Context: an optimization exercise on an open-source flow, tuned for small area. The choices shown serve that exercise and are no tape-out recipe. At most, simulation tests tie the RTL to the original design; equivalence was not proved. For run 6, only the layout was checked, not whether the RTL still works. Power and IR drop assume default switching activity.

File: flow/config.mk
export PLATFORM = sky130hd
export DESIGN_NAME = decodeAndMap
export DESIGN_NICKNAME = decodeAndMap
export VERILOG_FILES = /design/flow/design.v
export SDC_FILE = /design/flow/constraint.sdc
export NUM_CORES = 8
export LEC_CHECK = 0
export CAP_MARGIN = 30
export CORE_MARGIN = 2
export CORE_UTILIZATION = 75
export CTS_BUF_LIST = sky130_fd_sc_hd__clkbuf_16
export CTS_CLUSTER_DIAMETER = 150
export CTS_CLUSTER_SIZE = 30
export SLEW_MARGIN = 20
File: flow/constraint.sdc
create_clock -name core_clock -period 12.0 [get_ports {clock}]
set_input_delay 2.4000 -clock core_clock [delete_from_list [all_inputs] [get_ports {clock}]]
set_output_delay 2.4000 -clock core_clock [all_outputs]
set_load 0.01 [all_outputs]
File: flow/design.v
module decodeAndMap(drawX, drawY, drawColour, WE, resetn, clock, shapeselect, inputColour, vs_n, rotateX, rotateY, rotateZ, invert, pitch, roll, yaw, doneShape);
    input clock, resetn, vs_n, invert, rotateX, rotateY, rotateZ;
    input [1:0] shapeselect;
    input [2:0] inputColour;
    output [8:0] drawX, drawY;
    output [2:0] drawColour;
    output WE;
    output [7:0] pitch, roll, yaw;
    output doneShape;
    function [12:0] rca;
        input [11:0] a, b;
        input ci;
        integer k;
        reg c;
        begin
            c = ci;
            for (k = 0; k < 12; k = k + 1) begin
                rca[k] = a[k] ^ b[k] ^ c;
                c = (a[k] & b[k]) | (a[k] & c) | (b[k] & c);
            end
            rca[12] = c;
        end
    endfunction
    localparam S_CLEAR = 4'd0, S_PAIR = 4'd1, S_W1 = 4'd2, S_W2 = 4'd3,
               S_NEG = 4'd4, S_SWP = 4'd5, S_DRAW = 4'd6, S_ROTW = 4'd7,
               S_ROT = 4'd8, S_WAIT = 4'd9, S_WAIT2 = 4'd10, S_DONE = 4'd11;
    reg [3:0] st;
    reg [1:0] shp;
    reg lvs_n;
    wire restart = ~resetn | (shapeselect != shp);
    reg [3:0] bi, wi;
    wire bend = (bi == 4'd15);
    wire wend = (wi == 4'd11);
    reg load;
    reg [191:0] rx, ry, rz;
    reg [3:0] ea, eb;
    wire [2:0] vbit;
    wire edge_ab;
    shapeTypeLUT lut(shp, wi, bi, ea, eb, vbit, edge_ab);
    wire [12:0] bi_inc = rca({8'd0, bi}, 12'd0, 1'b1);
    wire [12:0] wi_inc = rca({8'd0, wi}, 12'd0, 1'b1);
    wire [3:0] nw = wend ? 4'd0 : wi_inc[3:0];
    wire [7:0] pc_inc = {ea[2:0], eb, ea[3] ^ ea[1] ^ ea[0] ^ eb[3]};
    wire pair_last = ({ea, eb} == 8'h80);
    reg [2:0] rs;         
    reg win;              
    reg wen;              
    wire sa, sb, coA, coB;
    wire [1:0] cA, cB;
    wire odd = rs[2] | (rs[1] & rs[0]);
    wire head = (wi[0] == odd);
    wire a0 = ry[0], a2 = ry[2], a6 = ry[6], a11 = ry[11];
    wire b0 = rz[0], b2 = rz[2], b6 = rz[6], b11 = rz[11];
    wire lt2 = ~bi[3] & ~bi[2] & ~bi[1];
    wire lt6 = ~bi[3] & ~(bi[2] & bi[1]);
    wire qA1 = head ? b0 : sb;
    wire qA4 = head ? (~lt2 & b2) : (lt2 ? b2 : sb);
    wire qA64 = head ? (~lt6 & b6) : (lt6 ? b6 : sb);
    wire pA = head ? a0 : sa;
    wire qB1 = head ? a0 : sa;
    wire qB4 = head ? (~lt2 & a2) : (lt2 ? a2 : sa);
    wire qB64 = head ? (~lt6 & a6) : (lt6 ? a6 : sa);
    wire pB = head ? b0 : sb;
    wire nA = ~invert;
    wire nB = invert;
    wire i0 = head & (bi == 4'd0);
    wire i11 = head & (bi == 4'd11);
    wire [1:0] cinA = i0 ? {1'b1, nA} : cA;
    wire [1:0] cinB = i0 ? {1'b1, nB} : cB;
    wire oA1 = qA64 ^ nA, oA2 = ~(qA4 ^ nA), oA3 = qA1 ^ nA, oA4 = ~pA;
    wire oB1 = qB64 ^ nB, oB2 = ~(qB4 ^ nB), oB3 = qB1 ^ nB, oB4 = ~pB;
    wire sA1 = oA1 ^ oA2 ^ oA3, kA1 = (oA1 & oA2) | (oA1 & oA3) | (oA2 & oA3);
    wire sA2 = sA1 ^ oA4 ^ cinA[0], kA2 = (sA1 & oA4) | (sA1 & cinA[0]) | (oA4 & cinA[0]);
    wire dA = sA2 & wen;
    wire [1:0] cAn = {kA1 & (kA2 | cinA[1]) | (kA2 & cinA[1]), kA1 ^ kA2 ^ cinA[1]};
    wire sB1 = oB1 ^ oB2 ^ oB3, kB1 = (oB1 & oB2) | (oB1 & oB3) | (oB2 & oB3);
    wire sB2 = sB1 ^ oB4 ^ cinB[0], kB2 = (sB1 & oB4) | (sB1 & cinB[0]) | (oB4 & cinB[0]);
    wire dB = sB2 & wen;
    wire [1:0] cBn = {kB1 & (kB2 | cinB[1]) | (kB2 & cinB[1]), kB1 ^ kB2 ^ cinB[1]};
    wire oinA = ~i11 & coA;
    wire oinB = ~i11 & coB;
    wire nbA = a11 ^ dA ^ oinA, coAn = (a11 & dA) | (a11 & oinA) | (dA & oinA);
    wire nbB = b11 ^ dB ^ oinB, coBn = (b11 & dB) | (b11 & oinB) | (dB & oinB);
    wire wact = win & (head ? (bi[3] & (bi[2] | (bi[1] & bi[0]))) : ~(bi[3] & (bi[2] | (bi[1] & bi[0]))));
    wire [2:0] rs_n = wend ? rs + 3'd1 : rs;
    wire odd_n = rs_n[2] | (rs_n[1] & rs_n[0]);
    wire next_head = (nw[0] == odd_n);
    wire [1:0] ax_n = (rs_n == 3'd0 || rs_n == 3'd3) ? 2'd0 : ((rs_n == 3'd1 || rs_n == 3'd4) ? 2'd1 : 2'd2);
    wire en_n = (ax_n == 2'd0) ? rotateX : ((ax_n == 2'd1) ? rotateY : rotateZ);
    reg [7:0] rp, rr, ry8;
    wire cc;
    wire upd0 = (st == S_ROT) & (rs == 3'd0) & ~wi[3] & ~wi[2] & ~wi[1];
    wire updP = upd0 & ~wi[0] & ~bi[3];
    wire updR = upd0 & ~wi[0] & bi[3];
    wire updY = upd0 & wi[0] & ~bi[3];
    wire lsb = (bi[2:0] == 3'd0);
    wire cen = (updP & rotateX) | (updR & rotateY) | (updY & rotateZ);
    wire csrc = updP ? rp[0] : (updR ? rr[0] : ry8[0]);
    wire co = cen & invert;
    wire ci = cen & (lsb ? ~invert : cc);
    wire csum = csrc ^ co ^ ci;
    wire ccn = (csrc & co) | (csrc & ci) | (co & ci);
    assign pitch = rp;
    assign roll = rr;
    assign yaw = ry8;
    reg [8:0] PX, PY, K, M, N;
    reg [9:0] H;
    assign {cc, coB, coA, cB, cA} = H[6:0];
    assign {sb, sa} = N[1:0];
    wire rot = (st == S_ROT);
    reg ltx, lty, ge, bx, by, fb;
    wire tx = rx[0], ty = ry[0];
    wire [8:0] Ex = {rx[0], rx[1], rx[2], rx[3], rx[4], rx[5], rx[6], rx[7], rx[8]};
    wire [8:0] Ey = {ry[0], ry[1], ry[2], ry[3], ry[4], ry[5], ry[6], ry[7], ry[8]};
    wire wEx = Ex[8] | (Ex[7] & Ex[6] & (Ex[5] | Ex[4] | (Ex[3] & (Ex[2] | Ex[1]))));    
    wire wSx = PX[8] | (PX[7] & PX[6] & (PX[5] | PX[4] | (PX[3] & (PX[2] | PX[1]))));
    wire wEy = Ey[8] | (Ey[7] & Ey[6] & Ey[5] & Ey[4] & (Ey[3] | Ey[2] | Ey[1]));       
    wire wSy = PY[8] | (PY[7] & PY[6] & PY[5] & PY[4] & (PY[3] | PY[2] | PY[1]));
    wire dxb = tx ^ K[0] ^ bx, bxn = (~tx & K[0]) | (~(tx ^ K[0]) & bx);
    wire dyb = ty ^ M[0] ^ by, byn = (~ty & M[0]) | (~(ty ^ M[0]) & by);
    wire ltx_n = (wEx ^ wSx) ? wEx : bxn;
    wire lty_n = (wEy ^ wSy) ? wEy : byn;
    wire nkb = K[0] ^ (ltx & bx);
    wire nmb = M[0] ^ (lty & by);
    wire swp0 = (bi == 4'd5);
    wire swp8 = (bi == 4'd13);
    wire swp9 = (bi == 4'd14);
    wire mjb = ge ? K[0] : M[0];
    wire mnb = ge ? M[0] : K[0];
    wire dkb = mjb ^ mnb ^ bx, bkn = (~mjb & mnb) | (~(mjb ^ mnb) & bx);
    wire hA = ~(swp8 | swp9) & (ge ? K[1] : M[1]);
    wire hB = swp9 | ~mnb;
    wire hC = swp0 ? mjb : by;
    wire hb = hA ^ hB ^ hC, hcn = (hA & hB) | (hA & hC) | (hB & hC);
    wire minor = H[9];
    wire drawing = (st == S_DRAW);
    wire [12:0] asum = rca({2'b00, H}, {2'b00, minor ? {1'b0, K} : ~{1'b0, M}}, ~minor);
    wire xinc = ~(ltx ^ lty);
    wire [12:0] pxs = rca({3'd0, PX}, {3'd0, {9{~xinc & drawing}}}, xinc | ~drawing);
    wire [12:0] pys = rca({3'd0, PY}, 12'd0, 1'b1);
    wire [12:0] nds = rca({3'd0, N}, 12'h1ff, 1'b0);
    wire mA = (wi == ea), mB = (wi == eb);
    wire cwin = bi[3] ? ~bi[2] : (bi[2] | (bi[1] & bi[0]));
    wire hit1 = cwin & (mA | mB);
    wire hit2 = cwin & (fb ? mA : mB);
    always @(posedge clock) begin
        lvs_n <= vs_n;
        rx <= {rx[190:12], wact ? nbA : rx[11], rx[10:1], load ? vbit[2] : rx[0], rx[191]};
        ry <= {ry[190:12], wact ? nbB : ry[11], ry[10:1], load ? vbit[1] : ry[0], ry[191]};
        rz <= {rz[190:12], wact ? rx[11] : rz[11], rz[10:1], load ? vbit[0] : rz[0], rz[191]};
        H[9:7] <= (st == S_SWP) ? {hb, H[9:8]} : asum[9:7];
        H[6:0] <= rot ? {ccn, coBn, coAn, cBn, cAn} : ((st == S_SWP) ? H[7:1] : asum[6:0]);
        N[8:2] <= ((st == S_SWP) & ~swp9) ? {mjb, N[8:3]} : nds[8:2];
        N[1:0] <= rot ? ((head & bend) ? {b0, a0} : {sb, sa}) :
                  (((st == S_SWP) & ~swp9) ? N[2:1] : nds[1:0]);
        rp <= {(updP ? csum : rp[0]) & ~load, rp[7:1]};
        rr <= {(updR ? csum : rr[0]) & ~load, rr[7:1]};
        ry8 <= {(updY ? csum : ry8[0]) & ~load, ry8[7:1]};
        bx <= 1'b0;
        by <= 1'b0;
        if (restart) begin
            st <= S_CLEAR;
            shp <= shapeselect;
            bi <= 4'd0;
            wi <= 4'd0;
            load <= 1'b1;
            PX <= 9'd352;
            PY <= 9'd392;
            win <= 1'b0;
        end else begin
            bi <= bi_inc[3:0];
            if (bend) wi <= nw;
            if (load & bend & wend) load <= 1'b0;
            case (st)
                S_CLEAR: begin
                    if (PX == 9'd159) begin
                        PX <= 9'd352;
                        if (PY == 9'd119) begin
                            st <= S_PAIR;
                            ea <= 4'd0;
                            eb <= 4'd1;
                        end else
                            PY <= pys[8:0];
                    end else
                        PX <= pxs[8:0];
                end
                S_PAIR: begin
                    if (edge_ab) begin
                        if (bi == 4'd2) st <= S_W1;
                    end
                    else if (pair_last)
                        st <= S_ROTW;
                    else
                        {ea, eb} <= pc_inc;
                end
                S_W1: begin
                    if (hit1) begin
                        K <= {tx, K[8:1]};
                        M <= {ty, M[8:1]};
                        fb <= mB;
                        if (bi == 4'd11) begin
                            PX <= Ex;
                            PY <= Ey;
                            st <= S_W2;
                        end
                    end
                end
                S_W2: begin
                    if (hit2) begin
                        K <= {dxb, K[8:1]};
                        M <= {dyb, M[8:1]};
                        bx <= bxn;
                        by <= byn;
                        if (bi == 4'd11) begin
                            ltx <= ltx_n;
                            lty <= lty_n;
                            if (lty_n) begin
                                PX <= Ex;
                                PY <= Ey;
                            end
                            bx <= 1'b0;
                            by <= 1'b0;
                            ge <= 1'b1;
                            st <= S_NEG;
                        end
                    end
                end
                S_NEG: begin
                    K <= {nkb, K[8:1]};
                    M <= {nmb, M[8:1]};
                    bx <= bx | K[0];
                    by <= by | M[0];
                    if (nkb ^ nmb) ge <= nkb;
                    if (bi == 4'd4) begin
                        bx <= 1'b0;
                        st <= S_SWP;
                    end
                end
                S_SWP: begin
                    if (~swp9) begin
                        K <= {dkb, K[8:1]};
                        M <= {mnb, M[8:1]};
                    end
                    bx <= bkn;
                    by <= hcn;
                    if (swp9) st <= S_DRAW;
                end
                S_DRAW: begin
                    if (&N) begin
                        if (pair_last)
                            st <= S_ROTW;
                        else begin
                            st <= S_PAIR;
                            {ea, eb} <= pc_inc;
                        end
                    end else begin
                        if (ge | minor) PX <= pxs[8:0];
                        if (~ge | minor) PY <= pys[8:0];
                    end
                end
                S_ROTW: begin
                    if (bend & wend) begin
                        st <= S_ROT;
                        rs <= 3'd0;
                        win <= 1'b1;
                        wen <= rotateX;
                    end
                end
                S_ROT: begin
                    if (bend) begin
                        rs <= rs_n;
                        if (next_head) begin
                            win <= (rs_n <= 3'd5);
                            wen <= en_n;
                        end else if (!head)
                            win <= 1'b0;
                        if (rs_n == 3'd6 && nw == 4'd1)
                            st <= S_WAIT;
                    end
                end
                S_WAIT: begin
                    if (lvs_n & ~vs_n) st <= S_WAIT2;
                end
                S_WAIT2: begin
                    if (bi[2:0] == 3'd7) st <= S_DONE;
                end
                default: begin  
                    st <= S_CLEAR;
                    PX <= 9'd352;
                    PY <= 9'd392;
                end
            endcase
        end
    end
    wire [12:0] sx = rca({3'd0, PX}, 12'd160, 1'b0);
    wire [12:0] sy = rca({3'd0, PY}, 12'd120, 1'b0);
    assign drawX = sx[8:0];
    assign drawY = sy[8:0];
    assign WE = (st == S_CLEAR) | (drawing & (PX != 9'd352) & (PY != 9'd392));
    assign drawColour = drawing ? inputColour : 3'd0;
    assign doneShape = (st == S_DONE);
endmodule
module shapeTypeLUT (
    input wire [1:0] shapeselect,
    input wire [3:0] vi,       
    input wire [3:0] bi,       
    input wire [3:0] ea,       
    input wire [3:0] eb,
    output reg [2:0] vbit,     
    output reg edge_ab         
);
    always @(*) begin
        case ({shapeselect, vi, bi})
            10'd1: vbit = 3'd1;
            10'd5: vbit = 3'd1;
            10'd7: vbit = 3'd1;
            10'd8: vbit = 3'd1;
            10'd33: vbit = 3'd1;
            10'd34: vbit = 3'd1;
            10'd35: vbit = 3'd3;
            10'd36: vbit = 3'd3;
            10'd38: vbit = 3'd3;
            10'd39: vbit = 3'd2;
            10'd41: vbit = 3'd7;
            10'd42: vbit = 3'd7;
            10'd43: vbit = 3'd7;
            10'd44: vbit = 3'd7;
            10'd45: vbit = 3'd7;
            10'd46: vbit = 3'd7;
            10'd47: vbit = 3'd7;
            10'd65: vbit = 3'd1;
            10'd66: vbit = 3'd1;
            10'd67: vbit = 3'd3;
            10'd68: vbit = 3'd3;
            10'd70: vbit = 3'd3;
            10'd71: vbit = 3'd2;
            10'd73: vbit = 3'd7;
            10'd74: vbit = 3'd3;
            10'd75: vbit = 3'd3;
            10'd76: vbit = 3'd3;
            10'd77: vbit = 3'd3;
            10'd78: vbit = 3'd3;
            10'd79: vbit = 3'd3;
            10'd96: vbit = 3'd2;
            10'd97: vbit = 3'd3;
            10'd98: vbit = 3'd3;
            10'd99: vbit = 3'd3;
            10'd100: vbit = 3'd1;
            10'd102: vbit = 3'd3;
            10'd105: vbit = 3'd3;
            10'd106: vbit = 3'd1;
            10'd107: vbit = 3'd1;
            10'd108: vbit = 3'd1;
            10'd109: vbit = 3'd1;
            10'd110: vbit = 3'd1;
            10'd111: vbit = 3'd1;
            10'd265: vbit = 3'd1;
            10'd281: vbit = 3'd1;
            10'd282: vbit = 3'd1;
            10'd283: vbit = 3'd1;
            10'd284: vbit = 3'd1;
            10'd285: vbit = 3'd1;
            10'd286: vbit = 3'd1;
            10'd287: vbit = 3'd1;
            10'd297: vbit = 3'd2;
            10'd313: vbit = 3'd2;
            10'd314: vbit = 3'd2;
            10'd315: vbit = 3'd2;
            10'd316: vbit = 3'd2;
            10'd317: vbit = 3'd2;
            10'd318: vbit = 3'd2;
            10'd319: vbit = 3'd2;
            10'd329: vbit = 3'd4;
            10'd345: vbit = 3'd4;
            10'd346: vbit = 3'd4;
            10'd347: vbit = 3'd4;
            10'd348: vbit = 3'd4;
            10'd349: vbit = 3'd4;
            10'd350: vbit = 3'd4;
            10'd351: vbit = 3'd4;
            10'd521: vbit = 3'd7;
            10'd522: vbit = 3'd7;
            10'd523: vbit = 3'd7;
            10'd524: vbit = 3'd7;
            10'd525: vbit = 3'd7;
            10'd526: vbit = 3'd7;
            10'd527: vbit = 3'd7;
            10'd553: vbit = 3'd7;
            10'd554: vbit = 3'd6;
            10'd555: vbit = 3'd6;
            10'd556: vbit = 3'd6;
            10'd557: vbit = 3'd6;
            10'd558: vbit = 3'd6;
            10'd559: vbit = 3'd6;
            10'd585: vbit = 3'd7;
            10'd586: vbit = 3'd5;
            10'd587: vbit = 3'd5;
            10'd588: vbit = 3'd5;
            10'd589: vbit = 3'd5;
            10'd590: vbit = 3'd5;
            10'd591: vbit = 3'd5;
            10'd617: vbit = 3'd7;
            10'd618: vbit = 3'd3;
            10'd619: vbit = 3'd3;
            10'd620: vbit = 3'd3;
            10'd621: vbit = 3'd3;
            10'd622: vbit = 3'd3;
            10'd623: vbit = 3'd3;
            10'd569: vbit = 3'd7;
            10'd570: vbit = 3'd1;
            10'd571: vbit = 3'd1;
            10'd572: vbit = 3'd1;
            10'd573: vbit = 3'd1;
            10'd574: vbit = 3'd1;
            10'd575: vbit = 3'd1;
            10'd601: vbit = 3'd7;
            10'd602: vbit = 3'd2;
            10'd603: vbit = 3'd2;
            10'd604: vbit = 3'd2;
            10'd605: vbit = 3'd2;
            10'd606: vbit = 3'd2;
            10'd607: vbit = 3'd2;
            10'd537: vbit = 3'd7;
            10'd633: vbit = 3'd7;
            10'd634: vbit = 3'd4;
            10'd635: vbit = 3'd4;
            10'd636: vbit = 3'd4;
            10'd637: vbit = 3'd4;
            10'd638: vbit = 3'd4;
            10'd639: vbit = 3'd4;
            10'd777: vbit = 3'd4;
            10'd800: vbit = 3'd4;
            10'd801: vbit = 3'd2;
            10'd802: vbit = 3'd4;
            10'd803: vbit = 3'd2;
            10'd805: vbit = 3'd4;
            10'd806: vbit = 3'd6;
            10'd807: vbit = 3'd6;
            10'd808: vbit = 3'd2;
            10'd832: vbit = 3'd4;
            10'd833: vbit = 3'd2;
            10'd834: vbit = 3'd7;
            10'd835: vbit = 3'd2;
            10'd836: vbit = 3'd1;
            10'd837: vbit = 3'd5;
            10'd838: vbit = 3'd4;
            10'd839: vbit = 3'd7;
            10'd840: vbit = 3'd1;
            10'd864: vbit = 3'd5;
            10'd865: vbit = 3'd2;
            10'd866: vbit = 3'd7;
            10'd867: vbit = 3'd3;
            10'd869: vbit = 3'd4;
            10'd870: vbit = 3'd4;
            10'd871: vbit = 3'd6;
            10'd872: vbit = 3'd1;
            10'd873: vbit = 3'd2;
            10'd874: vbit = 3'd2;
            10'd875: vbit = 3'd2;
            10'd876: vbit = 3'd2;
            10'd877: vbit = 3'd2;
            10'd878: vbit = 3'd2;
            10'd879: vbit = 3'd2;
            10'd896: vbit = 3'd5;
            10'd897: vbit = 3'd3;
            10'd898: vbit = 3'd6;
            10'd899: vbit = 3'd2;
            10'd900: vbit = 3'd1;
            10'd901: vbit = 3'd5;
            10'd902: vbit = 3'd5;
            10'd903: vbit = 3'd7;
            10'd905: vbit = 3'd3;
            10'd906: vbit = 3'd3;
            10'd907: vbit = 3'd3;
            10'd908: vbit = 3'd3;
            10'd909: vbit = 3'd3;
            10'd910: vbit = 3'd3;
            10'd911: vbit = 3'd3;
            10'd928: vbit = 3'd4;
            10'd929: vbit = 3'd2;
            10'd930: vbit = 3'd7;
            10'd931: vbit = 3'd3;
            10'd933: vbit = 3'd4;
            10'd934: vbit = 3'd5;
            10'd935: vbit = 3'd6;
            10'd937: vbit = 3'd1;
            10'd938: vbit = 3'd1;
            10'd939: vbit = 3'd1;
            10'd940: vbit = 3'd1;
            10'd941: vbit = 3'd1;
            10'd942: vbit = 3'd1;
            10'd943: vbit = 3'd1;
            10'd793: vbit = 3'd4;
            10'd794: vbit = 3'd4;
            10'd795: vbit = 3'd4;
            10'd796: vbit = 3'd4;
            10'd797: vbit = 3'd4;
            10'd798: vbit = 3'd4;
            10'd799: vbit = 3'd4;
            10'd816: vbit = 3'd4;
            10'd817: vbit = 3'd6;
            10'd818: vbit = 3'd2;
            10'd819: vbit = 3'd4;
            10'd820: vbit = 3'd6;
            10'd821: vbit = 3'd2;
            10'd824: vbit = 3'd4;
            10'd825: vbit = 3'd6;
            10'd826: vbit = 3'd6;
            10'd827: vbit = 3'd6;
            10'd828: vbit = 3'd6;
            10'd829: vbit = 3'd6;
            10'd830: vbit = 3'd6;
            10'd831: vbit = 3'd6;
            10'd848: vbit = 3'd6;
            10'd849: vbit = 3'd6;
            10'd850: vbit = 3'd1;
            10'd851: vbit = 3'd5;
            10'd852: vbit = 3'd6;
            10'd853: vbit = 3'd2;
            10'd854: vbit = 3'd3;
            10'd856: vbit = 3'd6;
            10'd857: vbit = 3'd7;
            10'd858: vbit = 3'd7;
            10'd859: vbit = 3'd7;
            10'd860: vbit = 3'd7;
            10'd861: vbit = 3'd7;
            10'd862: vbit = 3'd7;
            10'd863: vbit = 3'd7;
            10'd880: vbit = 3'd5;
            10'd881: vbit = 3'd7;
            10'd883: vbit = 3'd4;
            10'd884: vbit = 3'd7;
            10'd885: vbit = 3'd3;
            10'd886: vbit = 3'd3;
            10'd887: vbit = 3'd1;
            10'd888: vbit = 3'd6;
            10'd889: vbit = 3'd5;
            10'd890: vbit = 3'd5;
            10'd891: vbit = 3'd5;
            10'd892: vbit = 3'd5;
            10'd893: vbit = 3'd5;
            10'd894: vbit = 3'd5;
            10'd895: vbit = 3'd5;
            10'd912: vbit = 3'd5;
            10'd913: vbit = 3'd6;
            10'd914: vbit = 3'd1;
            10'd915: vbit = 3'd5;
            10'd916: vbit = 3'd6;
            10'd917: vbit = 3'd2;
            10'd918: vbit = 3'd2;
            10'd920: vbit = 3'd7;
            10'd921: vbit = 3'd4;
            10'd922: vbit = 3'd4;
            10'd923: vbit = 3'd4;
            10'd924: vbit = 3'd4;
            10'd925: vbit = 3'd4;
            10'd926: vbit = 3'd4;
            10'd927: vbit = 3'd4;
            10'd944: vbit = 3'd6;
            10'd945: vbit = 3'd6;
            10'd946: vbit = 3'd1;
            10'd947: vbit = 3'd4;
            10'd948: vbit = 3'd7;
            10'd949: vbit = 3'd3;
            10'd950: vbit = 3'd2;
            10'd951: vbit = 3'd1;
            10'd952: vbit = 3'd7;
            10'd953: vbit = 3'd6;
            10'd954: vbit = 3'd6;
            10'd955: vbit = 3'd6;
            10'd956: vbit = 3'd6;
            10'd957: vbit = 3'd6;
            10'd958: vbit = 3'd6;
            10'd959: vbit = 3'd6;
            default: vbit = 3'd0;
        endcase
    end
    wire [2:0] pa = ea[3:1], pb = eb[3:1];
    wire par = ea[0] ^ eb[0];
    wire [2:0] d = pb - pa;
    wire plt = pa < pb;
    wire sgi = (pa != 3'd0) & ((d == 3'd2) | (d == 3'd3));
    always @(*) begin
        case (shapeselect)
            2'd0: edge_ab = plt & ~pb[2] & ~ea[0] & ~eb[0];
            2'd1: edge_ab = plt & (pb < 3'd3);
            2'd2: edge_ab = plt & ~eb[3] & (par == (pa != 3'd0));
            default: edge_ab = plt & (pb < 3'd6) & (par == sgi);
        endcase
    end
endmodule
File: flow/run.sh
#!/bin/bash
# synth_recipe.tcl (not shown) runs the flow's synth.tcl, then flattens the netlist and writes it again
# the make line also repeats each setting of config.mk as NAME=value (left out here)
make -C /OpenROAD-flow-scripts/flow DESIGN_CONFIG=/design/flow/config.mk WORK_HOME=/design/flow/orfs CLKGATE_MAP_FILE= SYNTH_SCRIPT=/design/flow/synth_recipe.tcl finish
==> results of run 1 <==
[path summary, 6_finish.rpt]
path	startpoint	end	slack [ns]
max	inputColour[2]	drawColour[2]	5.99
min	rz[51]	rz[52]	0.33
max reg2reg	st[0]	PX[8]	6.82
min reg2reg	rz[51]	rz[52]	0.33
[kinds of logic after synthesis]
| logic type | share of synthesized area |
|---|---|
| and+or+nand+nor | 0.0780 |
| adders and majority gates | 0.0553 |
| AOI/OAI and AO/OA | 0.0806 |
| muxes | 0.0110 |
| xor gates and xnor gates | 0.0219 |
| buffers and inverters | 0.0281 |
| DFF | 0.725 |
[through the flow]
step | utilization | cells | area [sq um]
after floorplan | - | 1511 | 19600
after global placement | 0.787 | 1843 | 20300
after detailed placement | 0.787 | 1844 | 20300
after CTS | 0.814 | 1877 | 21000
after global routing | 0.815 | 1879 | 21100
final | 0.815 | 1879 | 21100
[power groups by stage]
stage	combinational, uW	sequential [uW]	clock, uW
6_report	248	2380	1030
4_1_cts	242	2380	1040
3_3_place_gp	201	2430	0
3_5_place_dp	230	2430	0
5_1_grt	274	2380	1110
2_1_floorplan	172	2410	0
[metal layers]
metal	global-route usage	wire, um	vias up
met1	0.380	15900	5232
met4	0.0690	1070	0
met2	0.463	17900	473
met5	0	0	-
li1	-	-	5111
met3	0.0357	2300	87
[worst max-delay path: cells and delay by family]
| kind | cells | cell delay (ns) |
|---|---|---|
| buffers and inverters | 2 | 1.02 |
| and+or+nand+nor | 1 | 0.18 |
[cell usage in the layout (no fill, tap or decap), types with 9 or more instances in the layout]
cell,count
nor2_1,86
nand3_1,17
nor2b_1,20
a22oi_1,12
o211ai_1,13
dfxtp_1,652
edfxtp_1,38
xor2_1,11
ha_1,41
nor4_1,9
o21ai_0,50
clkdlybuf4s50_1,58
nor3_1,26
nand2_1,87
a21oi_1,73
nand2b_1,12
inv_1,70
xnor2_1,38
a31oi_1,9
mux2i_1,17
clkbuf_16,26
fa_1,28
a211oi_1,14
[sequential cells by signal, indices dropped and copies added, names as in the netlist, 3 cells and up]
register and count:
bi 4, rp 8, rs 3, ry 192
wi 4, PX 9, H 10, rr 8
ea 4, eb 4, PY 9, st 4
ry8 8, K 9, M 9, rx 192
N 9, rz 192
[final cells by class]
type	count	area share
clock inverter	7	0.00184
clock buffer	26	0.0309
tap	335	0.0199
multi-input combinational	687	0.230
timing repair buffer	68	0.0317
sequential	690	0.674
inverter	66	0.0118
==> flow_summary_export.csv, run 1 <==
group,metric,value,unit
status,outcome,"no timing/DRC/antenna violations",
clock_tree,tritoncts,"built",
power_and_ir_drop,pwr-share-seq,0.651,
timing,timing.fmax,0.166,GHz
timing,rsz0062_at_grt,"false",
floorplanning,start_util,0.758,
drt,postRouteAntennaNets,0,
final_layout,multi_input_area,4850,sq um
global_route,grt_max_degree,38,
placement,port_buffers,58,
drt,post-route-drc-count,0,
final_layout,drive_above_1_share,0.0376,
final_layout,nFillCells,1376,
synthesis,yosysUniqueCellTypes,81,
synthesis,synth_edf_count,38,
clock_tree,cts_root_buf,"clkbuf_16",
timing,worst_slack,5.99,ns
job,cap_violations,0,
clock_tree,htreeDepth,1,
global_route,grt_use_total,0.274,
clock_tree,cts_sinks,690,
synthesis,syn_area_per_cell,13.0,sq um
floorplanning,fp-row-count,59,
clock_tree,clock_path_buffers,3,
clock_tree,cts_hold_buf,0,
hold_path,hold_class,"reg2reg",
worst_setup_path,cpMaxStageDelayCell,"clkdlybuf4s50_1",
timing,finClkSkew,0.0219,ns
power_and_ir_drop,power_switching,809,uW
placement,place_hpwl,23000,um
worst_setup_path,critPathArrivalTime,3.61,ns
drt,routed_wl,37100,um
floorplanning,coreArea,25800,sq um
clock_tree,clk_pin_slew,0.10,ns
synthesis,synth.net_count,1592,
placement,place_ws,5.99,ns
clock_tree,cts_made_buffers,26,
power_and_ir_drop,p_sw_frac,0.221,
power_and_ir_drop,powerDensity,174,nW/um^2
worst_setup_path,end_kind,"primary output",
timing,setup_tns,0,ns
clock_tree,insertion_delay,0.58,ns
synthesis,synth_top_cell_by_area,"dfxtp_1",
placement,routabilityCongestion,0.940,
hold_path,hold_depth,0,
global_route,grt_pass1_wl,57700,um
power_and_ir_drop,p_total,3660,uW
drt,via_per_inst,5.80,
global_route,overflow,0,
clock_tree,cts_setup_buffers,0,
worst_setup_path,cpPeakStageDelay,0.56,ns
timing,drv_slew,0,
synthesis,synth_most_common_cell,"dfxtp_1",
drt,wl_per_cell,19.8,um
synthesis,synth_ff_type,"dfxtp_1",
power_and_ir_drop,vdd_drop_max,0.229,mV
power_and_ir_drop,leakage,0.00828,uW
synthesis,ys_ff_latch,690,
worst_setup_path,crit_top_cell,"clkdlybuf4s50_1",
drt,drtIter0Drc,1091,
timing,min_period,6.01,ns
synthesis,synthesis.area,19600,sq um
timing,finalSetupViolCount,0,
worst_setup_path,startpoint_type,"input port",
worst_setup_path,reg2reg_depth,15,
global_route,antenna_found_initial,1,
worst_setup_path,criticalPathCategory,"in2out",
synthesis,synth_top_area_frac,0.667,
synthesis,ys_seq_area_frac,0.725,
global_route,grt_pass1_vias,10500,
power_and_ir_drop,combinationalPowerShare,0.068,
floorplanning,die-area,27400,sq um
synthesis,synthArstFlopShare,0,
floorplanning,io_pins,59,
floorplanning,die_height,166,um
final_layout,area_delta_synth_final,7.61,%
timing,worst_slew_pin_slew,0.831,ns
power_and_ir_drop,internal-power,2850,uW
drt,drtPass1Iterations,8,
timing,slew_headroom,0.442,
worst_setup_path,path_cells,"clkdlybuf4s50_1 -> and2_1 -> clkdlybuf4s50_1",
final_layout,diodes,0,
timing,post-route-period-util,0.501,
synthesis,synth_commonest_cells,"dfxtp_1 (652), nand2_1 (87), nor2_1 (86)",
worst_setup_path,cp.required,9.60,ns
final_layout,nNetsFinal,1620,
floorplanning,die_x,166,um
drt,num_vias,10900,
synthesis,syn_inst,1511,
worst_setup_path,path_max_fanout,1,
synthesis,synth_area_leaders,"dfxtp_1 (67%), edfxtp_1 (5.8%), fa_1 (2.9%)",
final_layout,ff_latch_area,14200,sq um
timing,holdWs,0.329,ns
synthesis,yosys_warnings,2,
timing,hold_violations,0,
clock_tree,cts_resized,0,
power_and_ir_drop,p_clk_frac,0.281,
==> run 2, diff against run 1 <==
--- a/flow/config.mk
+++ b/flow/config.mk
@@ -11,3 +11,3 @@
 export CTS_BUF_LIST = sky130_fd_sc_hd__clkbuf_16
-export CTS_CLUSTER_DIAMETER = 150
+export CTS_CLUSTER_DIAMETER = 120
 export CTS_CLUSTER_SIZE = 30
==> run 2 against run 1 <==
Against the previous run:
- register-to-register slack about the same
- design area unchanged
- power unchanged
- sequential power is essentially flat
- worst hold slack unchanged
- sequential share of layout area stayed put
- largest cell class unchanged
- combinational power is essentially flat
- flip-flop and latch count unchanged
- fmax did not move
- global-route usage unchanged
- largest power group unchanged
==> flow_summary_export.csv, run 2 <==
group,metric,value,unit
synthesis,synth.net_count,1592,
placement,place_hpwl,23000,um
timing,holdWs,0.329,ns
hold_path,hold_class,"reg2reg",
drt,wl_per_cell,19.8,um
clock_tree,clock_path_buffers,3,
synthesis,synthArstFlopShare,0,
power_and_ir_drop,vdd_drop_max,0.229,mV
timing,hold_violations,0,
synthesis,syn_inst,1511,
clock_tree,cts_setup_buffers,0,
clock_tree,cts_hold_buf,0,
synthesis,synth_most_common_cell,"dfxtp_1",
placement,numPlacedInstances,1844,
clock_tree,cts_sinks,690,
synthesis,synth_mux_area_frac,0.0110,
job,cap_violations,0,
power_and_ir_drop,powerDensity,174,nW/um^2
timing,min_period,6.01,ns
synthesis,synth_fa_ha_area_frac,0.0553,
floorplanning,die_x,166,um
drt,drtPass1Iterations,8,
global_route,overflow,0,
placement,port_buffers,58,
final_layout,nNetsFinal,1620,
drt,post-route-drc-count,0,
floorplanning,die_height,166,um
synthesis,syn_area_per_cell,13.0,sq um
synthesis,synth_top_cell_by_area,"dfxtp_1",
global_route,grt_max_degree,38,
final_layout,largest_registers,"rx: 192 flops, ry: 192 flops, rz: 192 flops",
global_route,grt_pass1_wl,57700,um
status,outcome,"no timing/DRC/antenna violations",
synthesis,synth_compound_area_frac,0.0806,
drt,via_per_inst,5.80,
synthesis,ys_ff_latch,690,
worst_setup_path,cp.required,9.60,ns
timing,setup_tns,0,ns
synthesis,synth_top_area_frac,0.667,
power_and_ir_drop,p_total,3660,uW
worst_setup_path,end_kind,"primary output",
clock_tree,cts_resized,0,
final_layout,most-common-layout-cells,"dfxtp_1 (652), nand2_1 (87), nor2_1 (86)",
worst_setup_path,criticalPathCategory,"in2out",
floorplanning,io_pins,59,
synthesis,synthesis.area,19600,sq um
synthesis,yosys_warnings,2,
timing,drv_slew,0,
synthesis,synth_edf_count,38,
drt,routed_wl,37100,um
power_and_ir_drop,leakage,0.00828,uW
global_route,grt_use_total,0.274,
floorplanning,fp-row-count,59,
synthesis,ys_seq_area_frac,0.725,
timing,finalSetupViolCount,0,
synthesis,synth_ff_type,"dfxtp_1",
synthesis,yosysUniqueCellTypes,81,
worst_setup_path,reg2reg_depth,15,
final_layout,drive_above_1_share,0.0376,
clock_tree,cts_root_buf,"clkbuf_16",
hold_path,hold_depth,0,
final_layout,ff_latch_area,14200,sq um
clock_tree,htreeDepth,1,
final_layout,area_delta_synth_final,7.61,%
worst_setup_path,critPathArrivalTime,3.61,ns
floorplanning,coreArea,25800,sq um
drt,drtIter0Drc,1091,
timing,finClkSkew,0.0219,ns
final_layout,layout_commonest_cell,"dfxtp_1",
clock_tree,tritoncts,"built",
worst_setup_path,r2r-start,"st[0]",
hold_path,hp-start,"rz[51]",
clock_tree,clk_pin_slew,0.10,ns
timing,post-route-period-util,0.501,
final_layout,nFillCells,1376,
synthesis,synth_top_family_by_area,"compound AO/OA/AOI/OAI gates",
hold_path,hold_path_end,"rz[52]",
timing,rsz0062_at_grt,"false",
floorplanning,die-area,27400,sq um
clock_tree,insertion_delay,0.58,ns
final_layout,design_area,21100,sq um
placement,routabilityCongestion,0.940,
worst_setup_path,r2r_slack,6.82,ns
timing,worst_slew_pin_slew,0.831,ns
clock_tree,cts_made_buffers,26,
worst_setup_path,r2r-end,"PX[8]",
drt,postRouteAntennaNets,0,
synthesis,synth_commonest_cells,"dfxtp_1 (652), nand2_1 (87), nor2_1 (86)",
final_layout,diodes,0,
global_route,antenna_found_initial,1,
drt,num_vias,10900,
final_layout,multi_input_area,4850,sq um
final_layout,instances_no_fill,1879,
synthesis,synth_area_leaders,"dfxtp_1 (67%), edfxtp_1 (5.8%), fa_1 (2.9%)",
worst_setup_path,path_max_fanout,1,
synthesis,synthSimpleGateAreaFrac,0.0780,
placement,placed_area,20300,sq um
timing,slew_headroom,0.442,
worst_setup_path,startpoint_type,"input port",
timing,timing.fmax,0.166,GHz
global_route,grt_pass1_vias,10500,
synthesis,synth_xor_area_frac,0.0219,
floorplanning,start_util,0.758,
## run 2: cell counts after synthesis
No cell type changed its count.
## run 2: through the flow
| step | setup slack [ns] | util |
|---|---|---|
| final | 5.99 | 0.815 |
| after floorplan | 7.05 | - |
| after detailed placement | 5.99 | 0.787 |
| after global routing | 5.94 | 0.815 |
| after CTS | 5.99 | 0.814 |
| after global placement | 6.00 | 0.787 |
## run 2: worst max-delay path, stage by stage
cell	delay (ns)
clkdlybuf4s50_1	0.46
and2_1	0.18
clkdlybuf4s50_1	0.56
## run 2: power breakdown
group | internal (uW) | switching, uW
Clock | 396 | 632
Sequential | 2350 | 29.7
Combinational | 102 | 147
Total | 2850 | 809
## run 2: cell type report
type | count | share of cell area
Clock inverter | 7 | 0.00184
Clock buffer | 26 | 0.0309
Tap cell | 335 | 0.0199
Multi-Input combinational cell | 687 | 0.230
Sequential cell | 690 | 0.674
Inverter | 66 | 0.0118
Timing Repair Buffer | 68 | 0.0317
## run 2: worst max path at each step
| stage | startpoint | end | cells past startpoint |
|---|---|---|---|
| after floorplan | inputColour[0] | drawColour[0] | 1 |
| after global routing | inputColour[2] | drawColour[2] | 3 |
| after detailed placement | inputColour[2] | drawColour[2] | 3 |
| after CTS | inputColour[2] | drawColour[2] | 3 |
| final | inputColour[2] | drawColour[2] | 3 |
| after global placement | inputColour[0] | drawColour[0] | 3 |
## run 2: per-layer routing
metal / up-vias / GRT usage / routed length [um]
li1: 5111 / - / -
met1: 5232 / 0.380 / 15900
met2: 473 / 0.463 / 17900
met3: 87 / 0.0357 / 2300
met4: 0 / 0.0690 / 1070
met5: - / 0 / 0
## run 2: logic make-up after synthesis
group / count (synthesis)
and+or+nand+nor: 310
buffers and inverters: 134
xor gates and xnor gates: 49
adders and majority gates: 70
AOI/OAI and AO/OA: 237
muxes: 21
DFF: 690
==> run 3, diff against run 2 <==
--- a/flow/config.mk
+++ b/flow/config.mk
@@ -8,2 +8,3 @@
 export CAP_MARGIN = 30
+export CORE_ASPECT_RATIO = 0.6
 export CORE_MARGIN = 2
@@ -11,3 +12,3 @@
 export CTS_BUF_LIST = sky130_fd_sc_hd__clkbuf_16
-export CTS_CLUSTER_DIAMETER = 120
+export CTS_CLUSTER_DIAMETER = 100
 export CTS_CLUSTER_SIZE = 30
==> run 3 against run 2 <==
Against the previous run:
- routed wire length increased by 24%
- first-iteration DRC count increased by 38%
- utilization increased by 1.4 points
- design area increased by 0.16%
- via count increased by 7.8%
- area after synthesis unchanged
- worst hold slack got worse by 0.014 ns
- critical path type unchanged
==> flow_summary_export.csv, run 3 <==
group,metric,value,unit
floorplanning,io_pins,59,
synthesis,synth_commonest_cells,"dfxtp_1 (652), nand2_1 (87), nor2_1 (86)",
worst_setup_path,critPathArrivalTime,3.51,ns
clock_tree,clock_path_buffers,3,
synthesis,syn_inst,1511,
synthesis,synth_mux_area_frac,0.0110,
synthesis,synth_xor_area_frac,0.0219,
clock_tree,cts_resized,0,
global_route,antenna_found_initial,1,
floorplanning,die_height,129,um
drt,drtIter0Drc,1502,
clock_tree,cts_hold_buf,0,
synthesis,synth_fa_ha_area_frac,0.0553,
drt,postRouteAntennaNets,0,
synthesis,synth_compound_area_frac,0.0806,
drt,num_vias,11800,
timing,setup_tns,0,ns
drt,post-route-drc-count,0,
timing,hold_violations,0,
timing,drv_slew,0,
worst_setup_path,path_max_fanout,1,
hold_path,hold_class,"reg2reg",
global_route,overflow,0,
synthesis,yosys_warnings,2,
final_layout,nNetsFinal,1624,
worst_setup_path,r2r_slack,6.46,ns
clock_tree,clk_pin_slew,0.11,ns
placement,place_hpwl,27200,um
final_layout,multi_input_area,4840,sq um
power_and_ir_drop,vdd_drop_max,0.160,mV
worst_setup_path,criticalPathCategory,"in2out",
timing,rsz0062_at_grt,"false",
timing,holdWs,0.315,ns
placement,port_buffers,58,
synthesis,synth_top_family_by_area,"compound AO/OA/AOI/OAI gates",
final_layout,layout_commonest_cell,"dfxtp_1",
floorplanning,start_util,0.769,
global_route,grt_use_total,0.343,
drt,via_per_inst,6.18,
global_route,grt_pass1_wl,70400,um
worst_setup_path,path_cells,"clkdlybuf4s50_1 -> and2_1 -> clkdlybuf4s50_1",
power_and_ir_drop,leakage,0.00831,uW
final_layout,ff_latch_area,14200,sq um
drt,routed_wl,45900,um
status,outcome,"no timing/DRC/antenna violations",
timing,worst_slew_pin_slew,0.941,ns
clock_tree,cts_sinks,690,
final_layout,most-common-layout-cells,"dfxtp_1 (652), nand2_1 (87), nor2_1 (86)",
worst_setup_path,critical-path-top-delay-family,"buffers and inverters",
synthesis,synth_area_leaders,"dfxtp_1 (67%), edfxtp_1 (5.8%), fa_1 (2.9%)",
timing,finClkSkew,0.0368,ns
synthesis,synth_top_area_frac,0.667,
synthesis,synthArstFlopShare,0,
timing,post-route-period-util,0.492,
synthesis,synth_ff_type,"dfxtp_1",
timing,finalSetupViolCount,0,
worst_setup_path,cpPeakStageDelay,0.54,ns
final_layout,nFillCells,1205,
synthesis,synth_top_cell_by_area,"dfxtp_1",
worst_setup_path,cp.required,9.60,ns
clock_tree,insertion_delay,0.60,ns
placement,routabilityCongestion,0.931,
synthesis,synth_edf_count,38,
clock_tree,cts_made_buffers,26,
final_layout,drive_above_1_share,0.0394,
power_and_ir_drop,powerDensity,179,nW/um^2
job,cap_violations,0,
worst_setup_path,cpMaxStageDelayCell,"clkdlybuf4s50_1",
worst_setup_path,end_kind,"primary output",
clock_tree,cts_setup_buffers,0,
synthesis,synth.net_count,1592,
final_layout,largest_registers,"rx: 192 flops, ry: 192 flops, rz: 192 flops",
floorplanning,coreArea,25400,sq um
synthesis,syn_area_per_cell,13.0,sq um
worst_setup_path,crit_top_cell,"clkdlybuf4s50_1",
floorplanning,fp-row-count,45,
synthesis,yosysUniqueCellTypes,81,
drt,wl_per_cell,24.2,um
timing,timing.fmax,0.169,GHz
global_route,grt_max_degree,37,
final_layout,diodes,0,
timing,min_period,5.91,ns
synthesis,synthesis.area,19600,sq um
synthesis,synth_most_common_cell,"dfxtp_1",
clock_tree,htreeDepth,1,
synthesis,synthSimpleGateAreaFrac,0.0780,
global_route,grt_pass1_vias,11800,
clock_tree,tritoncts,"built",
worst_setup_path,startpoint_type,"input port",
floorplanning,die_x,213,um
drt,drtPass1Iterations,8,
clock_tree,cts_root_buf,"clkbuf_16",
synthesis,ys_ff_latch,690,
floorplanning,die-area,27500,sq um
final_layout,area_delta_synth_final,7.78,%
worst_setup_path,path_buf_inv,2,
timing,slew_headroom,0.368,
synthesis,ys_seq_area_frac,0.725,
## run 3: cell count changes in the layout (fill, tap and decap cells not counted)
cell	change
buf_4	+3
buf_8	-1
nor3_2	-1
inv_1	+1
buf_6	-1
buf_2	+2
nor3_1	+1
clkbuf_4	+1
## run 3: power by group
| group | total (uW) | internal [uW] | switching [uW] |
|---|---|---|---|
| Sequential | 2390 | 2350 | 39.5 |
| Clock | 1070 | 398 | 674 |
| Combinational | 323 | 113 | 210 |
## run 3: worst paths after layout
kind	startpoint	depth (start not counted)	to
worst max-delay path	inputColour[0]	3	drawColour[0]
worst min-delay path	rz[65]	0	rz[66]
worst max register to register	H[9]	13	H[8]
worst min register to register	rz[65]	0	rz[66]
## run 3: per-stage QoR
| stage | cells | cell area, sq um | worst slack [ns] | util | power (uW) |
|---|---|---|---|---|---|
| CTS | 1898 | 21100 | 6.09 | 0.828 | 3750 |
| floorplan | 1511 | 19600 | 7.05 | - | 2590 |
| finish | 1901 | 21100 | 6.09 | 0.829 | 3780 |
| detailed placement | 1864 | 20400 | 6.09 | 0.801 | 2700 |
| global route | 1901 | 21100 | 6.04 | 0.829 | 3870 |
| global placement | 1863 | 20400 | 6.10 | 0.801 | 2640 |
## run 3: per-layer routing
metal | part of all wire | wire, um | GRT usage | vias to the layer above
li1 | - | - | - | 5099
met1 | 0.39 | 18100 | 0.452 | 5527
met2 | 0.44 | 20300 | 0.537 | 892
met3 | 0.11 | 5060 | 0.0962 | 230
met4 | 0.056 | 2560 | 0.161 | 2
met5 | 0.00015 | 7 | 0 | -
## run 3: cells by family after synthesis
logic type	after synthesis
XOR/XNOR	49
AO/OA/AOI/OAI	237
buffers and inverters	134
flip-flops	690
multiplexers	21
AND/OR/NAND/NOR	310
adder cells (fa/ha/maj)	70
## run 3: area by class of cell
class	count	area share
well taps	352	0.0209
multi-input cells	687	0.230
clock buffers	26	0.0308
clock inverters	8	0.00202
flip-flops and latches	690	0.673
inverters	66	0.0117
repair buffers	72	0.0323
==> run 4, diff against run 3 <==
--- a/flow/config.mk
+++ b/flow/config.mk
@@ -8,3 +8,3 @@
 export CAP_MARGIN = 30
-export CORE_ASPECT_RATIO = 0.6
+export CORE_ASPECT_RATIO = 1.6
 export CORE_MARGIN = 2
==> run 4 against run 3 <==
Against the previous run:
- sequential share of layout area grew 0.052 points
- clock skew shrank 0.0088 ns
- via count shrank 5.9%
- fmax shrank 0.29%
- combinational power shrank 26%
- sequential power is essentially flat
- highest routed layer unchanged
==> flow_summary_export.csv, run 4 <==
group,metric,value,unit
status,outcome,"no timing/DRC/antenna violations",
synthesis,yosys_warnings,2,
global_route,grt_use_total,0.295,
drt,drtPass1Iterations,6,
synthesis,synth_top_area_frac,0.667,
synthesis,synth_area_leaders,"dfxtp_1 (67%), edfxtp_1 (5.8%), fa_1 (2.9%)",
floorplanning,die_x,132,um
placement,port_buffers,58,
power_and_ir_drop,vdd_drop_max,0.198,mV
synthesis,syn_area_per_cell,13.0,sq um
timing,hold_violations,0,
timing,setup_tns,0,ns
drt,routed_wl,39600,um
synthesis,synthArstFlopShare,0,
drt,post-route-drc-count,0,
timing,finClkSkew,0.0280,ns
power_and_ir_drop,leakage,0.00828,uW
timing,drv_slew,0,
synthesis,synth_top_cell_by_area,"dfxtp_1",
synthesis,ys_seq_area_frac,0.725,
clock_tree,clk_pin_slew,0.12,ns
final_layout,largest_registers,"rx: 192 flops, ry: 192 flops, rz: 192 flops",
global_route,grt_pass1_wl,63300,um
synthesis,synth_ff_type,"dfxtp_1",
hold_path,hold_path_end,"rz[8]",
clock_tree,cts_hold_buf,0,
final_layout,nNetsFinal,1618,
synthesis,synthesis.area,19600,sq um
clock_tree,clock_path_buffers,3,
clock_tree,cts_resized,0,
timing,slew_headroom,0.402,
drt,num_vias,11100,
synthesis,synth_most_common_cell,"dfxtp_1",
power_and_ir_drop,powerDensity,174,nW/um^2
timing,min_period,5.92,ns
worst_setup_path,path_max_fanout,1,
worst_setup_path,r2r_slack,6.79,ns
placement,placed_area,20400,sq um
synthesis,ys_ff_latch,690,
floorplanning,coreArea,25600,sq um
global_route,overflow,0,
final_layout,most-common-layout-cells,"dfxtp_1 (652), nand2_1 (87), nor2_1 (86)",
clock_tree,htreeDepth,1,
hold_path,hp-start,"rz[7]",
worst_setup_path,cp.required,9.60,ns
synthesis,synth.net_count,1592,
worst_setup_path,r2r-start,"st[0]",
global_route,grt_max_degree,37,
final_layout,layout_commonest_cell,"dfxtp_1",
clock_tree,cts_made_buffers,26,
placement,routabilityCongestion,0.888,
final_layout,diodes,0,
worst_setup_path,r2r-end,"PX[8]",
final_layout,design_area,21100,sq um
synthesis,synth_commonest_cells,"dfxtp_1 (652), nand2_1 (87), nor2_1 (86)",
drt,drtIter0Drc,1038,
final_layout,area_delta_synth_final,7.70,%
global_route,grt_pass1_vias,11300,
worst_setup_path,reg2reg_depth,15,
global_route,antenna_found_initial,2,
timing,post-route-period-util,0.494,
synthesis,syn_inst,1511,
clock_tree,tritoncts,"built",
clock_tree,cts_setup_buffers,0,
worst_setup_path,critPathArrivalTime,3.52,ns
worst_setup_path,end_kind,"primary output",
clock_tree,insertion_delay,0.61,ns
floorplanning,die_height,208,um
final_layout,drive_above_1_share,0.0369,
synthesis,synth_edf_count,38,
drt,postRouteAntennaNets,0,
final_layout,fin_util,0.822,
timing,worst_slew_pin_slew,0.884,ns
hold_path,hold_depth,0,
worst_setup_path,criticalPathCategory,"in2out",
timing,timing.fmax,0.169,GHz
clock_tree,cts_root_buf,"clkbuf_16",
timing,finalSetupViolCount,0,
drt,via_per_inst,5.87,
floorplanning,die-area,27400,sq um
placement,place_hpwl,24100,um
clock_tree,cts_sinks,690,
floorplanning,start_util,0.763,
job,cap_violations,0,
floorplanning,fp-row-count,74,
drt,wl_per_cell,21.0,um
timing,rsz0062_at_grt,"false",
worst_setup_path,startpoint_type,"input port",
hold_path,hold_class,"reg2reg",
synthesis,yosysUniqueCellTypes,81,
floorplanning,io_pins,59,
==> run 4: changes by cell type in the layout (fill, tap and decap cells not counted), sizes merged <==
cell / before / now
clkinv: 1 / 0
buf: 13 / 8
==> run 4: critical path: stages <==
cell	delay, ns
clkdlybuf4s50_1	0.46
and2_1	0.12
clkdlybuf4s50_1	0.54
==> run 4: cell families after synthesis <==
family                     share of synthesized area
DFF                                            0.725
xor gates and xnor gates                      0.0219
AOI/OAI and AO/OA                             0.0806
muxes                                         0.0110
buffers and inverters                         0.0281
and+or+nand+nor                               0.0780
adders and majority gates                     0.0553
==> run 4: power breakdown <==
group / switching [uW] / leakage, uW / internal, uW
Clock: 650 / 0.000370 / 408
Sequential: 26.4 / 0.00568 / 2350
Combinational: 141 / 0.00223 / 99.2
==> run 4: metrics by stage <==
step / power (uW) / hold slack (ns) / setup slack [ns] / cells
after floorplan: 2590 / 0.310 / 7.05 / 1511
after global placement: 2640 / 0.310 / 6.11 / 1850
after detailed placement: 2670 / 0.312 / 6.07 / 1851
after CTS: 3690 / 0.324 / 6.07 / 1885
after global routing: 3790 / 0.330 / 6.04 / 1885
final: 3670 / 0.315 / 6.08 / 1885
==> run 4: how the worst max path moves through the flow <==
stage / startpoint / to / slack [ns]
2_1_floorplan: inputColour[0] / drawColour[0] / 7.05
4_1_cts: inputColour[2] / drawColour[2] / 6.07
3_5_place_dp: inputColour[0] / drawColour[0] / 6.07
5_1_grt: inputColour[2] / drawColour[2] / 6.04
6_report: inputColour[2] / drawColour[2] / 6.08
3_3_place_gp: inputColour[0] / drawColour[0] / 6.11
==> run 4: layout make-up <==
class	instances	area, sq um
Tap cell	342	428
Timing Repair Buffer	66	644
Fill cell	1253	4560
Clock inverter	7	26.3
Inverter	66	248
Multi-Input combinational cell	687	4870
Clock buffer	27	676
Sequential cell	690	14200
==> run 4: metal layers <==
metal	routed length (um)	GRT usage
met2	19900	0.503
met1	15500	0.374
met3	2130	0.0361
met5	7	0
met4	2120	0.147
==> run 5, diff against run 4 <==
--- a/flow/config.mk
+++ b/flow/config.mk
@@ -8,3 +8,2 @@
 export CAP_MARGIN = 30
-export CORE_ASPECT_RATIO = 1.6
 export CORE_MARGIN = 2
==> run 5 against run 4 <==
Against the previous run:
- sequential share of layout area grew 0.056 points
- clock skew shrank 0.013 ns
- area after synthesis is the same
- flip-flop and latch count is the same
- critical path depth is the same
==> flow_summary_export.csv, run 5 <==
group,metric,value,unit
floorplanning,fp-row-count,59,
synthesis,synth_top_area_frac,0.667,
worst_setup_path,cpMaxStageDelayCell,"clkdlybuf4s50_1",
drt,drtPass1Iterations,5,
synthesis,ys_ff_latch,690,
job,cap_violations,0,
worst_setup_path,r2r-start,"st[0]",
worst_setup_path,r2r-end,"PX[8]",
worst_setup_path,crit_top_cell,"clkdlybuf4s50_1",
power_and_ir_drop,leakage,0.00828,uW
worst_setup_path,cpPeakStageDelay,0.56,ns
clock_tree,cts_root_buf,"clkbuf_16",
drt,drtIter0Drc,1055,
clock_tree,htreeDepth,1,
worst_setup_path,critical-path-top-delay-family,"buffers and inverters",
floorplanning,die_height,166,um
global_route,overflow,0,
hold_path,hold_class,"reg2reg",
timing,worst_slew_pin_slew,0.826,ns
global_route,antenna_found_initial,0,
synthesis,synth_ff_type,"dfxtp_1",
final_layout,diodes,0,
worst_setup_path,path_cells,"clkdlybuf4s50_1 -> and2_1 -> clkdlybuf4s50_1",
timing,post-route-period-util,0.501,
power_and_ir_drop,powerDensity,174,nW/um^2
floorplanning,die-area,27400,sq um
power_and_ir_drop,vdd_drop_max,0.225,mV
clock_tree,cts_setup_buffers,0,
synthesis,synth_area_leaders,"dfxtp_1 (67%), edfxtp_1 (5.8%), fa_1 (2.9%)",
global_route,grt_pass1_vias,10800,
placement,place_ws,5.99,ns
global_route,grt_use_total,0.280,
synthesis,synth_edf_count,38,
synthesis,synthesis.area,19600,sq um
clock_tree,clock_path_buffers,3,
placement,port_buffers,58,
timing,slew_headroom,0.445,
placement,routabilityCongestion,0.940,
final_layout,layout_commonest_cell,"dfxtp_1",
timing,timing.fmax,0.166,GHz
global_route,grt_max_degree,38,
synthesis,synth.net_count,1592,
timing,setup_tns,0,ns
final_layout,most-common-layout-cells,"dfxtp_1 (652), nand2_1 (87), nor2_1 (86)",
final_layout,largest_registers,"rx: 192 flops, ry: 192 flops, rz: 192 flops",
timing,rsz0062_at_grt,"false",
worst_setup_path,critPathArrivalTime,3.61,ns
clock_tree,clk_pin_slew,0.10,ns
clock_tree,cts_sinks,690,
synthesis,syn_inst,1511,
drt,via_per_inst,5.74,
drt,postRouteAntennaNets,0,
synthesis,yosys_warnings,2,
placement,place_hpwl,23000,um
clock_tree,cts_made_buffers,26,
drt,num_vias,10800,
floorplanning,die_x,166,um
final_layout,fin_util,0.815,
final_layout,nFillCells,1385,
synthesis,synth_most_common_cell,"dfxtp_1",
drt,post-route-drc-count,0,
final_layout,ff_latch_area,14200,sq um
synthesis,ys_seq_area_frac,0.725,
worst_setup_path,reg2reg_depth,15,
floorplanning,io_pins,59,
clock_tree,tritoncts,"built",
hold_path,hp-start,"rz[58]",
global_route,grt_pass1_wl,58800,um
timing,worst_slack,5.99,ns
synthesis,yosysUniqueCellTypes,81,
timing,finClkSkew,0.0146,ns
worst_setup_path,path_depth,3,
synthesis,synthArstFlopShare,0,
clock_tree,cts_resized,0,
worst_setup_path,r2r_slack,6.86,ns
timing,hold_violations,0,
worst_setup_path,path_max_fanout,1,
status,outcome,"no timing/DRC/antenna violations",
drt,routed_wl,37700,um
worst_setup_path,cp.required,9.60,ns
final_layout,multi_input_area,4850,sq um
final_layout,nNetsFinal,1620,
floorplanning,coreArea,25800,sq um
synthesis,syn_area_per_cell,13.0,sq um
timing,min_period,6.01,ns
clock_tree,cts_hold_buf,0,
worst_setup_path,criticalPathCategory,"in2out",
synthesis,synth_top_cell_by_area,"dfxtp_1",
hold_path,hold_path_end,"rz[59]",
synthesis,synth_commonest_cells,"dfxtp_1 (652), nand2_1 (87), nor2_1 (86)",
worst_setup_path,path_buf_inv,2,
worst_setup_path,startpoint_type,"input port",
worst_setup_path,end_kind,"primary output",
final_layout,area_delta_synth_final,7.61,%
floorplanning,start_util,0.758,
timing,drv_slew,0,
drt,wl_per_cell,20.1,um
clock_tree,insertion_delay,0.58,ns
final_layout,drive_above_1_share,0.0376,
hold_path,hold_depth,0,
timing,finalSetupViolCount,0,
[run 5: cells by family (layout without fill, tap and decap cells)]
kind of cell               Yosys count  count (layout)  synth area share
AOI/OAI and AO/OA                  237             237            0.0806
xor gates and xnor gates            49              49            0.0219
adders and majority gates           70              70            0.0553
buffers and inverters              134             167            0.0281
DFF                                690             690             0.725
muxes                               21              21            0.0110
and+or+nand+nor                    310             310            0.0780
[run 5: how the worst max path moves through the flow]
stage                          to           start  slack (ns)
finish              drawColour[1]  inputColour[1]        5.99
detailed placement  drawColour[2]  inputColour[2]        5.99
CTS                 drawColour[2]  inputColour[2]        5.99
floorplan           drawColour[0]  inputColour[0]        7.05
global placement    drawColour[0]  inputColour[0]        6.00
global route        drawColour[2]  inputColour[2]        5.96
[run 5: power breakdown]
part	switching (uW)	internal, uW	total [uW]
clock network	641	396	1040
registers	30.2	2350	2380
logic	154	102	256
total	824	2850	3670
[run 5: per-layer routing]
metal / wire (um) / track usage / share of wire
met1: 16200 / 0.383 / 0.43
met5: 0 / 0 / 0
met3: 2330 / 0.0387 / 0.062
met2: 18000 / 0.467 / 0.48
met4: 1200 / 0.0921 / 0.032
[run 5: final cells by class]
class,count,share of cell area
flip-flops and latches,690,0.674
repair buffers,68,0.0317
clock inverters,7,0.00184
well taps,335,0.0199
clock buffers,26,0.0309
multi-input cells,687,0.230
inverters,66,0.0118
[run 5: stage by stage]
stage	instance area [sq um]	cells	hold slack (ns)	power, uW
2_1_floorplan	19600	1511	0.310	2590
3_3_place_gp	20300	1843	0.311	2630
3_5_place_dp	20300	1844	0.312	2660
4_1_cts	21000	1877	0.329	3680
5_1_grt	21100	1879	0.327	3780
6_report	21100	1879	0.326	3670
==> run 6, diff against run 5 <==
--- a/flow/design.v
+++ b/flow/design.v
@@ -110,3 +110,4 @@
     wire rot = (st == S_ROT);
-    reg ltx, lty, ge, bx, by, fb;
+    reg bx, by;
+    wire fb = rs[0], ltx = rs[1], lty = rs[2], ge = wen;
     wire tx = rx[0], ty = ry[0];
@@ -199,3 +200,3 @@
                         M <= {ty, M[8:1]};
-                        fb <= mB;
+                        rs[0] <= mB;
                         if (bi == 4'd11) begin
@@ -214,4 +215,4 @@
                         if (bi == 4'd11) begin
-                            ltx <= ltx_n;
-                            lty <= lty_n;
+                            rs[1] <= ltx_n;
+                            rs[2] <= lty_n;
                             if (lty_n) begin
@@ -222,3 +223,3 @@
                             by <= 1'b0;
-                            ge <= 1'b1;
+                            wen <= 1'b1;
                             st <= S_NEG;
@@ -232,3 +233,3 @@
                     by <= by | M[0];
-                    if (nkb ^ nmb) ge <= nkb;
+                    if (nkb ^ nmb) wen <= nkb;
                     if (bi == 4'd4) begin
--- a/flow/config.mk
+++ b/flow/config.mk
@@ -9,3 +9,3 @@
 export CORE_MARGIN = 2
-export CORE_UTILIZATION = 75
+export CORE_UTILIZATION = 70
 export CTS_BUF_LIST = sky130_fd_sc_hd__clkbuf_16
==> run 6 against run 5 <==
Against the previous run:
- count of clock-buffer cells in the layout grew 1
- die area rose by 7.5%
- critical path depth unchanged
- sequential share of layout area shrank 1.3 points
- final cell count grew 3.7%
- clock skew is 0.0058 ns higher
- non-clock buffer count is 4 higher
- register-to-register slack better by 0.08 ns
- critical path type unchanged
- largest cell class unchanged
- highest routed layer unchanged
==> flow_summary_export.csv, run 6 <==
group,metric,value,unit
worst_setup_path,r2r-end,"PX[8]",
final_layout,nNetsFinal,1645,
synthesis,yosys_warnings,2,
clock_tree,cts_sinks,686,
hold_path,hp-start,"rx[71]",
drt,post-route-drc-count,0,
global_route,grt_use_total,0.264,
floorplanning,die-area,29500,sq um
final_layout,most-common-layout-cells,"dfxtp_1 (652), inv_1 (82), nor2_1 (79), nand2_1 (79), a21oi_1 (74)",
drt,drtIter0Drc,848,
placement,place_ws,6.06,ns
hold_path,hold_path_end,"rx[72]",
job,cap_violations,0,
timing,finClkSkew,0.0204,ns
floorplanning,io_pins,59,
drt,routed_wl,38100,um
timing,post-route-period-util,0.494,
power_and_ir_drop,vdd_drop_max,0.174,mV
global_route,grt_pass1_vias,11000,
synthesis,synthArstFlopShare,0,
synthesis,synth_top_area_frac,0.663,
timing,worst_slew_pin_slew,0.841,ns
placement,port_buffers,58,
timing,slew_headroom,0.438,
clock_tree,cts_setup_buffers,0,
global_route,grt_max_degree,37,
synthesis,ys_ff_latch,686,
worst_setup_path,criticalPathCategory,"in2out",
timing,hold_violations,0,
worst_setup_path,cpPeakStageDelay,0.53,ns
global_route,grt_pass1_wl,59900,um
hold_path,hold_depth,0,
worst_setup_path,end_kind,"primary output",
floorplanning,die_height,172,um
worst_setup_path,r2r_slack,6.94,ns
clock_tree,cts_made_buffers,27,
hold_path,hold_class,"reg2reg",
timing,worst_slack,6.07,ns
synthesis,synth_ff_type,"dfxtp_1",
clock_tree,htreeDepth,1,
power_and_ir_drop,power_switching,846,uW
worst_setup_path,cp.required,9.60,ns
synthesis,syn_inst,1535,
floorplanning,coreArea,27700,sq um
worst_setup_path,critPathArrivalTime,3.53,ns
synthesis,synth_most_common_cell,"dfxtp_1",
floorplanning,die_x,172,um
timing,min_period,5.93,ns
worst_setup_path,r2r-start,"st[3]",
worst_setup_path,reg2reg_depth,18,
power_and_ir_drop,powerDensity,175,nW/um^2
power_and_ir_drop,combinationalPowerShare,0.067,
placement,place_hpwl,23100,um
timing,holdWs,0.326,ns
synthesis,syn_area_per_cell,12.8,sq um
final_layout,largest_registers,"rx: 192 flops, ry: 192 flops, rz: 192 flops",
status,outcome,"no timing/DRC/antenna violations",
timing,finalSetupViolCount,0,
power_and_ir_drop,p_clk_frac,0.295,
global_route,antenna_found_initial,1,
clock_tree,cts_hold_buf,0,
final_layout,drive_above_1_share,0.0420,
timing,drv_slew,0,
clock_tree,insertion_delay,0.59,ns
final_layout,instances_no_fill,1948,
power_and_ir_drop,pwr-share-seq,0.638,
drt,via_per_inst,5.58,
synthesis,synth_commonest_cells,"dfxtp_1 (652), inv_1 (79), nand2_1 (79), nor2_1 (79), a21oi_1 (74)",
drt,postRouteAntennaNets,0,
global_route,overflow,0,
synthesis,synth_edf_count,34,
clock_tree,tritoncts,"built",
synthesis,synth_top_cell_by_area,"dfxtp_1",
synthesis,ys_seq_area_frac,0.715,
drt,wl_per_cell,19.6,um
clock_tree,clk_pin_slew,0.12,ns
clock_tree,cts_root_buf,"clkbuf_16",
synthesis,yosysUniqueCellTypes,79,
floorplanning,fp-row-count,61,
worst_setup_path,path_max_fanout,1,
drt,drtPass1Iterations,5,
power_and_ir_drop,internal-power,2890,uW
power_and_ir_drop,leakage,0.00841,uW
clock_tree,cts_resized,0,
synthesis,synth.net_count,1616,
synthesis,synth_area_leaders,"dfxtp_1 (66%), edfxtp_1 (5.2%), fa_1 (2.8%)",
final_layout,fin_util,0.768,
worst_setup_path,cpMaxStageDelayCell,"clkdlybuf4s50_1",
final_layout,area_delta_synth_final,8.16,%
clock_tree,clock_path_buffers,3,
timing,rsz0062_at_grt,"false",
worst_setup_path,startpoint_type,"input port",
power_and_ir_drop,p_sw_frac,0.227,
worst_setup_path,path_cells,"clkdlybuf4s50_1 -> and2_1 -> clkdlybuf4s50_1",
placement,routabilityCongestion,0.921,
timing,timing.fmax,0.169,GHz
floorplanning,start_util,0.710,
final_layout,diodes,0,
synthesis,synthesis.area,19700,sq um
drt,num_vias,10900,
final_layout,layout_commonest_cell,"dfxtp_1",
worst_setup_path,crit_top_cell,"clkdlybuf4s50_1",
placement,numPlacedInstances,1911,
timing,setup_tns,0,ns
[run 6: cell types whose count changed after synthesis, sizes merged, moves of 6 or more]
| cell | delta |
|---|---|
| nand2b | +10 |
| clkbuf | -6 |
| nor2 | -7 |
| nor3 | -12 |
| mux2i | +9 |
| buf | +10 |
| inv | +13 |
| a22oi | -10 |
| nor4 | +10 |
| nand2 | -8 |
[run 6: cell type report]
cell class	instances	area [sq um]
flip-flops and latches	686	14100
clock inverters	8	105
inverters	80	300
fillers	1593	6420
clock buffers	27	676
repair buffers	72	683
well taps	378	473
multi-input cells	697	4980
[run 6: power groups by stage]
stage / clock network, uW / logic, uW / registers [uW]
after floorplan: 0 / 174 / 2400
after global placement: 0 / 200 / 2420
after detailed placement: 0 / 217 / 2430
after CTS: 1120 / 246 / 2380
after global routing: 1180 / 275 / 2380
final: 1100 / 250 / 2380
[run 6: cells by family (layout without fill, tap and decap cells)]
family	Yosys count	after routing	share of synthesized area
simple gates	308	308	0.0791
flops	686	686	0.715
buf+inv	152	187	0.0329
mux	29	29	0.0149
fa+ha+maj	70	70	0.0551
compound gates	245	245	0.0828
xor+xnor	45	45	0.0200
[run 6: through the flow]
| step | power, uW | instance area (sq um) |
|---|---|---|
| 3_5_place_dp | 2640 | 20500 |
| 6_report | 3730 | 21300 |
| 3_3_place_gp | 2620 | 20500 |
| 2_1_floorplan | 2580 | 19700 |
| 5_1_grt | 3840 | 21300 |
| 4_1_cts | 3740 | 21300 |
[run 6: per-layer routing]
| metal | GRT usage | wire, um |
|---|---|---|
| met1 | 0.358 | 16300 |
| met2 | 0.441 | 18500 |
| met3 | 0.0435 | 2280 |
| met4 | 0.0752 | 1070 |
| met5 | 0 | 0 |
[run 6: critical path: cells and delay by family]
kind	cells	cell delay, ns
buffers and inverters	2	1.00
and+or+nand+nor	1	0.13
[run 6: worst max path at each step]
stage | slack [ns] | endpoint | cells after the start | start
2_1_floorplan | 7.02 | K[0] | 8 | shapeselect[0]
3_3_place_gp | 6.11 | drawColour[1] | 3 | inputColour[1]
3_5_place_dp | 6.06 | drawColour[2] | 3 | inputColour[2]
4_1_cts | 6.06 | drawColour[2] | 3 | inputColour[2]
5_1_grt | 6.03 | drawColour[0] | 3 | inputColour[0]
6_report | 6.07 | drawColour[2] | 3 | inputColour[2]

Check on run 6: ideal ports give 6.071 ns setup slack; a clkbuf_16 on the clock port and buf_2 on the inputs give 6.038 ns; moving port delays by the midpoint clock arrival (0.630 ns) as well gives 6.038 ns.
